Source: an optimization exercise on an open RTL-to-GDS flow (aim: small area). Production flows keep margins and buffers that such runs may drop.
Function was checked by simulation only, so behaviour that the tests miss may differ from the original.
No activity file was given, so power comes from the tool's default toggle rates.

==> flow/design.v, too long to show whole: its modules and the start of the top module <==
// module DinoSprite: 193 lines
// module ObstacleSprite: 66 lines
// module GroundSprite: 232 lines
// module DigitSprite: 55 lines
// module TRexTop: 245 lines
module TRexTop(
    input  wire       clk,
    input  wire       btnR,
    input  wire       duckButton,
    input  wire       jumpButton,
    input  wire       restart,
    output wire       Hsync,
    output wire       Vsync,
    output wire [2:0] vgaRed,
    output wire [2:0] vgaGreen,
    output wire [1:0] vgaBlue,
    output wire       led,
    output wire       run,
    output wire       dead);
  // ...
==> flow/flow/run.sh <==
#!/bin/bash
# Own layout flow: the standard ORFS flow, with two changes in synthesis:
# adders are not extracted into half/full adder cells but left to ABC, and
# instead of one ABC run with ORFS's delay-oriented abc_speed script, the
# combinational logic is mapped by four ABC runs in parallel, each with the
# area-oriented flow/abc.script (&deepsyn with its own seed, then repeated
# choice computation and area-recovering mapping), and the smallest result is
# kept (flow/own_abc.tcl). Everything else (the yosys passes before and after
# ABC, flip-flop mapping, flattening and renaming, floorplan, placement, CTS,
# routing) is the standard flow.
set -euo pipefail
W=$(pwd)
LOG=$W/own_flow.log
{
  echo "own flow: $(date)"
  # ORFS's synth.tcl with the ABC call replaced by own_abc
  python3 - "$FLOW_HOME/scripts/synth.tcl" "$W/own_synth_orfs.tcl" <<'PY'
import sys
s = open(sys.argv[1]).read()
old = "  log_cmd abc {*}$abc_args\n"
assert s.count(old) == 1, "synth.tcl abc call not found"
new = ("  set abc_args [lreplace $abc_args 1 1 $::env(OWN_ABC_SCRIPT)]\n"
       "  source $::env(OWN_ABC_TCL)\n"
       "  own_abc $abc_args\n")
s = s.replace(old, new)
# no separate half/full adder cells: the adders go to ABC with the rest
a = s.index("# Technology mapping of adders")
b = s.index("# Technology mapping of latches")
s = s[:a] + "# (adder extraction left out: adders are mapped by ABC)\n\n" + s[b:]
open(sys.argv[2], "w").write(s)
PY
  # The standard flow's synthesis script, sourcing the patched synth.tcl
  grep -q 'source $::env(SCRIPTS_DIR)/synth.tcl' synth_recipe.tcl
  sed 's#source $::env(SCRIPTS_DIR)/synth.tcl#source '"$W"'/own_synth_orfs.tcl#' synth_recipe.tcl > own_synth.tcl
  # The standard layout command, with our synthesis script
  grep -q 'SYNTH_SCRIPT=' standard.sh
  sed 's#SYNTH_SCRIPT=[^ ]*#SYNTH_SCRIPT='"$W"'/own_synth.tcl#' standard.sh > own_standard.sh
  cat own_synth.tcl own_standard.sh
} > "$LOG" 2>&1
export OWN_WORK=$W
export OWN_ABC_N=4
export OWN_ABC_TCL=$W/flow/own_abc.tcl
export OWN_ABC_SCRIPT=$W/flow/abc.script
bash own_standard.sh finish > "$W/own_make.log" 2>&1
grep -h "own_abc" orfs/logs/*/*/*/1_2_yosys.log >> "$LOG" 2>&1 || true
echo "own flow done: $(date)" >> "$LOG"
==> flow/flow/abc.script <==
strash
&get -n
&deepsyn -T 900
&put
strash
&get -n
&fraig -x
&put
scorr
dc2
dretime
strash
&get -n
&dch -f
&nf -R 1000 -p
&put
strash
dc2
&get -n
&dch -f
&nf -R 1000 -p
&put
strash
dc2
&get -n
&dch -f
&nf -R 1000 -p
&put
strash
dc2
&get -n
&dch -f
&nf -R 1000 -p
&put
==> flow/flow/own_abc.tcl <==
# own_abc: runs ABC on the design several times in parallel, each with its own
# &deepsyn seed, and keeps the smallest result.
proc own_abc {abc_args} {
  set d $::env(OWN_WORK)/abc_par
  file mkdir $d
  yosys write_rtlil $d/pre.il
  set n $::env(OWN_ABC_N)
  set rest [lrange $abc_args 2 end]
  set f [open $::env(OWN_ABC_SCRIPT) r]; set s [read $f]; close $f
  for {set i 1} {$i <= $n} {incr i} {
    set g [open $d/abc_$i.script w]
    puts -nonewline $g [string map [list "&deepsyn" "&deepsyn -S $i"] $s]
    close $g
    set g [open $d/run_$i.ys w]
    puts $g "read_rtlil $d/pre.il"
    puts $g "abc -script $d/abc_$i.script $rest"
    puts $g "tee -o $d/stat_$i.txt stat $::lib_args"
    puts $g "write_rtlil $d/post_$i.il"
    close $g
  }
  set sh "for i in \$(seq 1 $n); do yosys -s $d/run_\$i.ys > $d/log_\$i.txt 2>&1 & done; wait"
  exec sh -c $sh
  set best 0
  set bestarea 0
  for {set i 1} {$i <= $n} {incr i} {
    if {![file exists $d/post_$i.il] || ![file exists $d/stat_$i.txt]} { continue }
    set g [open $d/stat_$i.txt r]; set t [read $g]; close $g
    if {[regexp {Chip area for (?:top )?module '[^']*': ([0-9.]+)} $t -> a]} {
      puts "own_abc: run $i area $a"
      if {$best == 0 || $a < $bestarea} { set best $i; set bestarea $a }
    }
  }
  if {$best == 0} { error "own_abc: no ABC run finished" }
  puts "own_abc: keeping run $best (area $bestarea)"
  yosys design -reset
  yosys read_rtlil $d/post_$best.il
}
==> flow/standard.sh <==
#!/bin/bash
# synth_recipe.tcl (not shown) runs the flow's synth.tcl, then flattens the netlist and writes it again
# the make line also repeats each setting of config.mk as NAME=value (left out here)
make -C /OpenROAD-flow-scripts/flow DESIGN_CONFIG=/design/flow/config.mk WORK_HOME=/design/flow/orfs CLKGATE_MAP_FILE= SYNTH_SCRIPT=/design/flow/synth_recipe.tcl "${@:-finish}"
==> flow/config.mk <==
export PLATFORM = sky130hd
export DESIGN_NAME = TRexTop
export DESIGN_NICKNAME = TRexTop
export VERILOG_FILES = /design/flow/design.v
export SDC_FILE = /design/flow/constraint.sdc
export NUM_CORES = 4
export LEC_CHECK = 0
export CAP_MARGIN = 10
export CORE_MARGIN = 2
export CORE_UTILIZATION = 60
export CTS_BUF_LIST = sky130_fd_sc_hd__clkbuf_8
export GPL_TIMING_DRIVEN = 0
export SLEW_MARGIN = 10
==> flow/constraint.sdc <==
create_clock -name core_clock -period 40.0 [get_ports {clk}]
set_input_delay 8.0000 -clock core_clock [delete_from_list [all_inputs] [get_ports {clk}]]
set_output_delay 8.0000 -clock core_clock [all_outputs]
set_load 0.01 [all_outputs]
==> results.txt, run 1 <==
- The flow ran to the end and the layout has no timing, DRC or antenna violations.
- By startpoint and endpoint, the worst setup path is classified as input pin to flip-flop.
- With fillers left out, the area of the finished cells amounts to between 0.008 and 0.009 mm^2.
- On the critical path, the stage with the largest delay is an instance of sky130_fd_sc_hd__a21o_1.
- TritonCTS built the clock tree.
- The largest driver fanout on the critical path is 18.
- At the placement stage, the worst setup path has a slack of 28.19 ns.
- After synthesis, the most frequently instantiated cells are sky130_fd_sc_hd__nor2_1 (168), sky130_fd_sc_hd__nand2_1 (146), sky130_fd_sc_hd__a21oi_1 (136).
- Relative to the synthesized area, the layout overhead comes to 8.186%.
- In this run, power in combinational logic comes to 0.0196 mW.
- After layout, the inverter instance count without clock inverters stands at 17.
- After detailed routing, the average wire length per cell comes to 19.29 um.
- Dividing the detail-routed via count by the number of cells gives 6.936.
- Once the clock tree was built, the resizer swapped 0 gates to a different size.
- The most common cell in the synthesized netlist is sky130_fd_sc_hd__nor2_1.
- The synthesized netlist devotes 37.22% of its cell area to simple gates.
- After the first detailed-routing iteration, the DRC count stood at 1584.
- For the clock group, total power comes out at 0.0680 mW.
- Based on the critical path, the design can be clocked at up to 0.08645 GHz.
- Synthesis produced a netlist with a net count of 1223.
- Across the whole layout, multi-input logic makes up 70.43% of the cell area.
- Input and output buffers added on the ports amount to 17.
- The worst register-to-register path ends at pix$_DFF_P_.
- The first global-routing pass estimated 43880 um of wire.
- After synthesis, the largest family of logic cells by area is simple AND/OR/NAND/NOR gates.
- The routed layout has 9925 vias.
==> run 2: changes to the inputs <==
--- a/flow/flow/abc.script
+++ b/flow/flow/abc.script
@@ -1,6 +1,6 @@
 strash
 &get -n
-&deepsyn -T 900
+&deepsyn -T 1800
 &put
 strash
 &get -n
==> run 2 against run 1 <==
Against the previous run: global-route usage increased by 0.91 points; critical endpoint unchanged; largest cell class unchanged; register-to-register slack improved by 0.04 ns; still clean; clock power decreased by 8.2%; maximum frequency increased by 4.0%; hold slack improved by 0.0021 ns; setup slack improved by 0.44 ns; first-iteration DRC count decreased by 2.1%; via count decreased by 1.7%.
==> results.txt, run 2 <==
- The first-pass GRT wire length is 44620 um (+1.7%).
- The endpoint type of the worst setup path is a flip-flop.
- The detailed router's first-iteration violation count was 1551 (-2.1%).
- The achievable clock frequency is 0.08987 GHz (+4.0%).
- On the worst path, the slowest cell contributes a delay of 0.74 ns.
- At the worst endpoint, the arrival time is around 11 ns.
- The CTS tree is built.
- The synthesized area divided by synthesized cell count is roughly 6.7 um^2.
- The required time at the endpoint of the critical path is 40.32 ns.
- Setup repair after global routing left no endpoint under its margin.
- Of the cells placed in the final design, the portion with a size suffix greater than 1 is 2.211%.
- The highest signal layer in the routed design is met4.
- The max-slew headroom at the worst pin is 7.895%.
- The register with the most flip-flops is gq.
- The kind of cell adding the most delay to the critical path is compound AO/OA/AOI/OAI gates.
- The accumulated negative setup slack is 0 ns.
- In this run the horizontal extent of the chip is between 100 and 150 um.
- The fraction of registers with async set/reset is 0%.
- The final-report max-slew violation count came to 0.
- The total track usage is 38.46%.
- After detailed routing, the wire length on met1 is approximately 11000 um.
- The detailed-route vias per instance is 6.983 (+0.68%).
- For this configuration, the core starts out at a cell density of 60.84%.
- The flow ran to the end and the layout has no timing, DRC or antenna violations.
- The final critical delay including setup and external delays is ~11 ns.
- The number of buffers inserted by post-CTS setup repair is 0.
- The CTS root buffer is sky130_fd_sc_hd__clkbuf_8.
- Dividing total power by cell area gives a power density of ~20 mW/mm^2.
- The slew at the pin closest to its max-slew limit is 1.347 ns.
- The count of flip-flops with a built-in enable after synthesis is 0.
- The worst voltage drop across the vdd grid is 0.00001936 V.
- The max-capacitance violation count is 0.
- The final routed wire length divided by cell count is 19.77 um (+2.5%).
- In the final layout, the multi-input gates occupy between 0.006 and 0.007 mm^2.
- The detail route stage leaves a number of antenna-violating nets equal to 0.
- The largest net degree at the start of global routing is 40.
- In this run the number of H-tree levels came out at 3.
- The number of instances resized during post-cts repair is 0 (unchanged).
- Sequential elements use 22.88% of the synthesized area.
- The floorplan step defined a core boundary enclosing 0.01309 mm^2.
- 0 antenna diodes ended up in the layout.
- In the synthesized netlist, the number of instances is 1188.
- Between clock sinks in the finished design, the worst skew comes to ~0.014 ns.
- Of all cell types, the one taking the most synthesized area is sky130_fd_sc_hd__dfxtp_1.
- The total met3 wirelength after detailed routing is 3602 um.
- The count of input and output buffers is 17 (unchanged).
- The final RePlAce weighted congestion is 1.056.
- In the post-synthesis netlist, the biggest area contributors are sky130_fd_sc_hd__dfxtp_1 (23%), sky130_fd_sc_hd__a21oi_1 (7.4%), sky130_fd_sc_hd__nand2_1 (7.3%), sky130_fd_sc_hd__nor2_1 (7.1%), sky130_fd_sc_hd__o21ai_0 (5.7%).
- After detailed routing, the number of remaining DRC violations is 0.
- Dividing the final minimum period by the clock period gives 27.82%.
- Leaving out fill and tap cells, the most frequent cell in the layout is sky130_fd_sc_hd__nand2_1.
- The number of global-route vias before repair is around 8800.
- The initial antenna violation count is 0.
- The flip-flop count of the largest register, all copies and words added is 11.
- Wire segments on met2 add up to 11620 um in the final route.
- In the post-synthesis netlist, the cell with the most instances is sky130_fd_sc_hd__nand2_1.
- The sum of buffers and inverters on the critical path is 2.
- The clock drives 91 sinks.
- Across the whole layout, storage elements account for 0.001823 mm^2.
- The synthesized netlist net count is 1193 (-2.5%).
- The clock transition at the registers of the reported paths is 0.10 ns.
- The HPWL after detailed placement is slightly above 20000 um.
- The number of buffers inserted for hold repair after clock tree synthesis is 0.
- Setup slack closes at a little under 30 ns.
- The initialized floorplan defines between 40 and 50 standard-cell rows.
- The cell repeated most along the worst path is sky130_fd_sc_hd__a21oi_1.
- The number of buffers on the longest clock path is 2.
- The pre-CTS worst setup slack is 28.60 ns (+0.4078 ns).
- The die is 119.2 um tall.
- In this run, synthesis produced a sequential element count of 91.
- The predominant post-synthesis flop cell is sky130_fd_sc_hd__dfxtp_1.
- The number of buffers added by the clock tree synthesis step is 9.
- The standard cell with the maximum stage delay on the critical path is sky130_fd_sc_hd__a21oi_1.
- The synthesis-to-finish area growth is 7.496%.
- Before antenna repair, the detailed router went through 8 iterations.
- The number of fill cells in the layout is 1210.
- The total setup violations reported at the end of the flow is 0.
- The via total after detailed routing is 9755 (-1.7%).
- The aggregate global routing overflow is 0.
- The final hold violation count is 0.
- The warning count from the yosys run is 1.
- The insertion delay to the later sink of the worst-skew pair is 0.39 ns.
- The critical path is of the input pin to flip-flop type.
- The floorplan step defined a die boundary enclosing 0.01421 mm^2.
- The sum of routed wire length over all layers is 27620 um.
- The synthesized netlist contains 59 unique library cells.
- Traced cell by cell, the critical path runs through buf_2 > buf_12 > a21oi_1 > and2_0 > o21ai_0 > o211ai_1 > a31oi_1 > o31a_1 > or4_1 > nor3_1 > a21oi_1 > o22ai_1 > and3_1.
- The tightest min-delay check is of the flip-flop to flip-flop type.
- The synthesized netlist occupies a cell area of between 0.007 and 0.008 mm^2.
- The largest driver fanout on the critical path was 37 (+19).
- The number of placed I/O pins is 18.
- STA classifies the critical path startpoint as an input pin.
- The final layout contains 1222 nets.
- In the layout the commonest cells are sky130_fd_sc_hd__nand2_1 (155), sky130_fd_sc_hd__nor2_1 (151), sky130_fd_sc_hd__a21oi_1 (118).
- Summed over all cells, the static leakage comes to 2.894 nW.
- The share of synthesized area in the top cell type comes to roughly 23%.
- By count the netlist is led by sky130_fd_sc_hd__nand2_1 (155), sky130_fd_sc_hd__nor2_1 (151), sky130_fd_sc_hd__a21oi_1 (118).
## run 2: cell count changes after synthesis, moves of 8 or more
cell	change
sky130_fd_sc_hd__nand2_1	+9
sky130_fd_sc_hd__a21oi_1	-18
sky130_fd_sc_hd__a211oi_1	+8
sky130_fd_sc_hd__or2_0	-9
sky130_fd_sc_hd__nor2_1	-17
sky130_fd_sc_hd__nand3_1	-9
sky130_fd_sc_hd__nor3b_1	-10
## run 2: stage by stage
step / hold WS [ns] / total power [mW] / area, um^2 / cells / util (%)
floorplan: 0.4138 / 0.1080 / 7961 / 1188 / -
global placement: 0.4158 / 0.1140 / 8352 / 1381 / 63.83
detailed placement: 0.4285 / 0.1142 / 8368 / 1382 / 63.95
CTS: 0.4521 / 0.1745 / 8551 / 1397 / 65.35
global route: 0.4624 / 0.1800 / 8558 / 1397 / 65.40
finish: 0.4466 / 0.1754 / 8558 / 1397 / 65.40
## run 2: final cells by class
cell class	instances	share of cell area, %
plain buffers	8	0.7018
clock buffers	10	1.608
clock inverters	5	0.5263
inverters	22	0.9649
multi-input cells	1067	70.16
flip-flops and latches	91	21.30
well taps	176	2.573
repair buffers	18	2.164
## run 2: final timing paths
check | startpoint | endpoint | slack [ns] | cells after the start
min reg2reg | js0$_SDFF_PP0_ | js1$_SDFF_PP0_ | 0.45 | 1
max reg2reg | hc[0]$_SDFF_PP0_ | pix$_DFF_P_ | 30.97 | 31
max | btnR | pix$_DFF_P_ | 28.87 | 13
min | js0$_SDFF_PP0_ | js1$_SDFF_PP0_ | 0.45 | 1
## run 2: report_power, final
group / switching (mW) / total, mW / internal [mW] / leakage [nW]
sequential: 0.00205 / 0.0936 / 0.0916 / 0.736
clock: 0.0374 / 0.0624 / 0.0250 / 0.0913
combinational: 0.0132 / 0.0194 / 0.00623 / 2.07
## run 2: kinds of logic (layout without fill, tap and decap cells)
logic type	Yosys count	after routing	synth area share (%)
AND/OR/NAND/NOR	602	602	36.43
AO/OA/AOI/OAI	382	382	29.55
flip-flops	91	91	22.88
XOR/XNOR	69	69	7.591
buffers and inverters	30	63	1.792
adder cells (fa/ha/maj)	10	10	1.257
multiplexers	4	4	0.5029
## run 2: per-layer routing
metal,vias to the layer above,global-route usage (%)
met5,-,0
met4,0,16.00
met3,126,9.195
met2,727,57.18
met1,4408,53.19
li1,4494,-

## static timing again, ports no longer ideal
No port has a modelled driver above. Below, the same layouts with a new extraction and two added sets of constraints. Step 1 (the two cells are an assumption about what drives the block):
set clk [get_ports {clk}]
set_driving_cell -lib_cell sky130_fd_sc_hd__clkbuf_16 $clk
set_driving_cell -lib_cell sky130_fd_sc_hd__buf_2 [delete_from_list [all_inputs] $clk]
Step 2 times the ports against the registers' clock, not the clock port: input delays grow and output delays shrink by t, the midpoint of the rising clock arrivals with the driver on. Slacks: no drivers / after step 1 / after step 2; pairs: no drivers / after step 1.
run	t (ns)	slack for setup (ns)	worst slew at a driven data input, ns
run 1	0.440	28.433 / 28.453 / 28.013	0.03
run 2	0.418	28.873 / 28.892 / 28.474	0.03
After both steps setup and hold are still met in every run listed. The setup slack of run 1, which loses most, moves by +0.020 ns with the drivers and by -0.420 ns with both steps.
